From an optimization exercise on the open Yosys and OpenROAD flow, aimed at small area and a short achievable clock period; shortcuts taken in it are not production practice.
In this exercise RTL edits were held to simulation tests only and were not proved equivalent to the original.
Power is estimated from default activity; no workload was simulated.

== 10-18 ==
// I2C_Master
module I2C_Master (clk, reset, address, byteenable, chipselect, writedata, readdata, write, read, i2c_sda_in, i2c_sda_out, i2c_scl, ref_clk_test, debug_port);
Size in the first run: roughly 3500 cells after synthesis, roughly 1200 flip-flops, roughly 0.049 mm² of cells after synthesis.
==> module Sync_FIFO, before the edit <==
module Sync_FIFO
(
	input			clock,
	input			reset,
	input			wr_req_next,	 
	output reg		wr_req,		 
	input	[7:0]		wr_data,
	input			rd_req,
	output reg [7:0]	rd_data,
	output reg		full,
	output reg		empty,
	output reg		overflow,
	input			clear_overflow_request,
	output reg [5:0]	wr_index,
	output reg [5:0]	rd_index
);
	reg [7:0] memory [0:63];
	reg  push;
	wire pop  = rd_req & ~empty;
	wire full_next = (push & ~pop) ? (wr_index + 6'd1 == rd_index) : ((pop & ~push) ? 1'b0 : full);
	reg  [7:0] push_hi;
	wire [5:0] wr_index_next = push ? wr_index + 6'd1 : wr_index;
	always @(posedge clock)
	begin
		wr_req	<= ~reset & wr_req_next;
		push	<= ~reset & wr_req_next & ~full_next;
		push_hi	<= {8{~reset & wr_req_next & ~full_next}} & (8'd1 << wr_index_next[5:3]);
	end
	wire [7:0] wr_lo = 8'd1 << wr_index[2:0];
	wire [7:0] rd_hi = 8'd1 << rd_index[5:3];
	wire [7:0] rd_lo = 8'd1 << rd_index[2:0];
	reg  [7:0] rd_word;
	integer k;
	always @(*)
	begin
		rd_word = 8'd0;
		for (k = 0; k < 64; k = k + 1)
			rd_word = rd_word | (memory[k] & {8{rd_hi[k/8] & rd_lo[k%8]}});
	end
	genvar i;
	generate
		for (i = 0; i < 64; i = i + 1)
		begin : row
			always @(posedge clock)
				if (push_hi[i/8] & wr_lo[i%8])
					memory[i] <= wr_data;
		end
	endgenerate
	always @(posedge clock)
	begin
		if (reset)
		begin
			wr_index <= 6'd0;
			rd_index <= 6'd0;
			rd_data  <= 8'd0;
			full     <= 1'b0;
			empty    <= 1'b1;
		end
		else
		begin
			if (push)
				wr_index <= wr_index + 6'd1;
			if (pop)
			begin
				rd_index <= rd_index + 6'd1;
				rd_data  <= rd_word;
			end
			full <= full_next;
			if (push & ~pop)
				empty <= 1'b0;
			if (pop & ~push)
				empty <= (rd_index + 6'd1 == wr_index);
		end
	end
	always @(posedge clock)
	begin
		if (reset)
			overflow <= 1'b0;
		else if (clear_overflow_request)
			overflow <= 1'b0;
		else if (full & wr_req)
			overflow <= 1'b1;
	end
endmodule
==> flow/config.mk <==
export PLATFORM = sky130hd
export DESIGN_NAME = I2C_Master
export DESIGN_NICKNAME = I2C_Master
export VERILOG_FILES = /design/flow/design.v
export SDC_FILE = /design/flow/constraint.sdc
export NUM_CORES = 4
export LEC_CHECK = 0
export CAP_MARGIN = 20
export CORE_MARGIN = 2
export CORE_UTILIZATION = 50
export CTS_BUF_LIST = sky130_fd_sc_hd__clkbuf_16
export CTS_CLUSTER_DIAMETER = 60
export CTS_CLUSTER_SIZE = 24
export PLACE_DENSITY = 0.65
export SETUP_SLACK_MARGIN = 1.8
export SLEW_MARGIN = 20
==> flow/constraint.sdc <==
create_clock -name core_clock -period 4.5 [get_ports {clk}]
set_input_delay 0.9000 -clock core_clock [delete_from_list [all_inputs] [get_ports {clk}]]
set_output_delay 0.9000 -clock core_clock [all_outputs]
set_load 0.01 [all_outputs]
run.sh (not shown) runs the stock make flow with config.mk's settings and CLKGATE_MAP_FILE= SYNTH_SCRIPT=/design/flow/synth_recipe.tcl, a recipe that flattens the netlist after the stock synthesis.
10-18: no failed stages, no open violations at the end
Changes in 04-09 relative to 10-18:
diff --git a/flow/design.v b/flow/design.v
--- a/flow/design.v
+++ b/flow/design.v
@@ -18,14 +18,12 @@
 	reg  push;
 	wire pop  = rd_req & ~empty;
 	wire full_next = (push & ~pop) ? (wr_index + 6'd1 == rd_index) : ((pop & ~push) ? 1'b0 : full);
-	reg  [7:0] push_hi;
-	wire [5:0] wr_index_next = push ? wr_index + 6'd1 : wr_index;
 	always @(posedge clock)
 	begin
 		wr_req	<= ~reset & wr_req_next;
 		push	<= ~reset & wr_req_next & ~full_next;
-		push_hi	<= {8{~reset & wr_req_next & ~full_next}} & (8'd1 << wr_index_next[5:3]);
 	end
+	wire [7:0] wr_hi = 8'd1 << wr_index[5:3];
 	wire [7:0] wr_lo = 8'd1 << wr_index[2:0];
 	wire [7:0] rd_hi = 8'd1 << rd_index[5:3];
 	wire [7:0] rd_lo = 8'd1 << rd_index[2:0];
@@ -42,7 +40,7 @@
 		for (i = 0; i < 64; i = i + 1)
 		begin : row
 			always @(posedge clock)
-				if (push_hi[i/8] & wr_lo[i%8])
+				if (push & wr_hi[i/8] & wr_lo[i%8])
 					memory[i] <= wr_data;
 		end
 	endgenerate
--- outcome ---
- 10-18 → 04-09: portion of total power attributed to the clock network shows an increase of 1.6 points, synthesized area down about 1%, maximum resistive drop on vdd higher.
- On number of inserted filler cells in the final layout, 04-09 and 10-18 are basically level.
- Between 04-09 and 10-18, the post-place instance area figures differ only marginally.
- The post-route standard cell area excluding fillers of 04-09 exceeds that of 10-18 by 1.2%.
- 04-09 supports a lower top clock frequency than 10-18.
- Wire length up about 0.7% in 04-09 wrt 10-18
- Looking only at flip-flop and latch count, and setting everything else aside, the higher value of 04-09 and 10-18 goes to 10-18.
- Effective utilization at floorplan on 04-09 is down relative to 10-18.
- Looking at via count, 04-09 sits above 10-18.

## afterwards: timing with drivers on the ports
Ports are ideal in the flow. The routed layouts listed here were re-timed in OpenROAD.
Step 1 sets driving cells, clkbuf_16 on the clock port and buf_2 on the other inputs (assumed; they add their load-dependent delay and slew).
Step 2 also shifts input and output timing later by t, the mid clock arrival at the registers, as if the neighbouring blocks saw the same clock.
a / b / c = ideal ports / drivers / drivers and shift; a / b = the first two.
| run | shift t [ns] | slack for setup (ns) | worst setup path at the end | slew at the worst register clock pin (ns) | pins driven straight from the clock port |
|---|---|---|---|---|---|
| 10-18 | 0.743 | 1.707 / 1.523 / 1.215 | input to register | 0.10 / 0.10 | 1 |
| 04-09 | 0.770 | 1.666 / 1.513 / 1.122 | input to register | 0.10 / 0.10 | 1 |
After both steps setup and hold are still met in every run listed. The setup slack of 04-09, which loses most, moves by -0.153 ns with the drivers and by -0.544 ns with both steps.
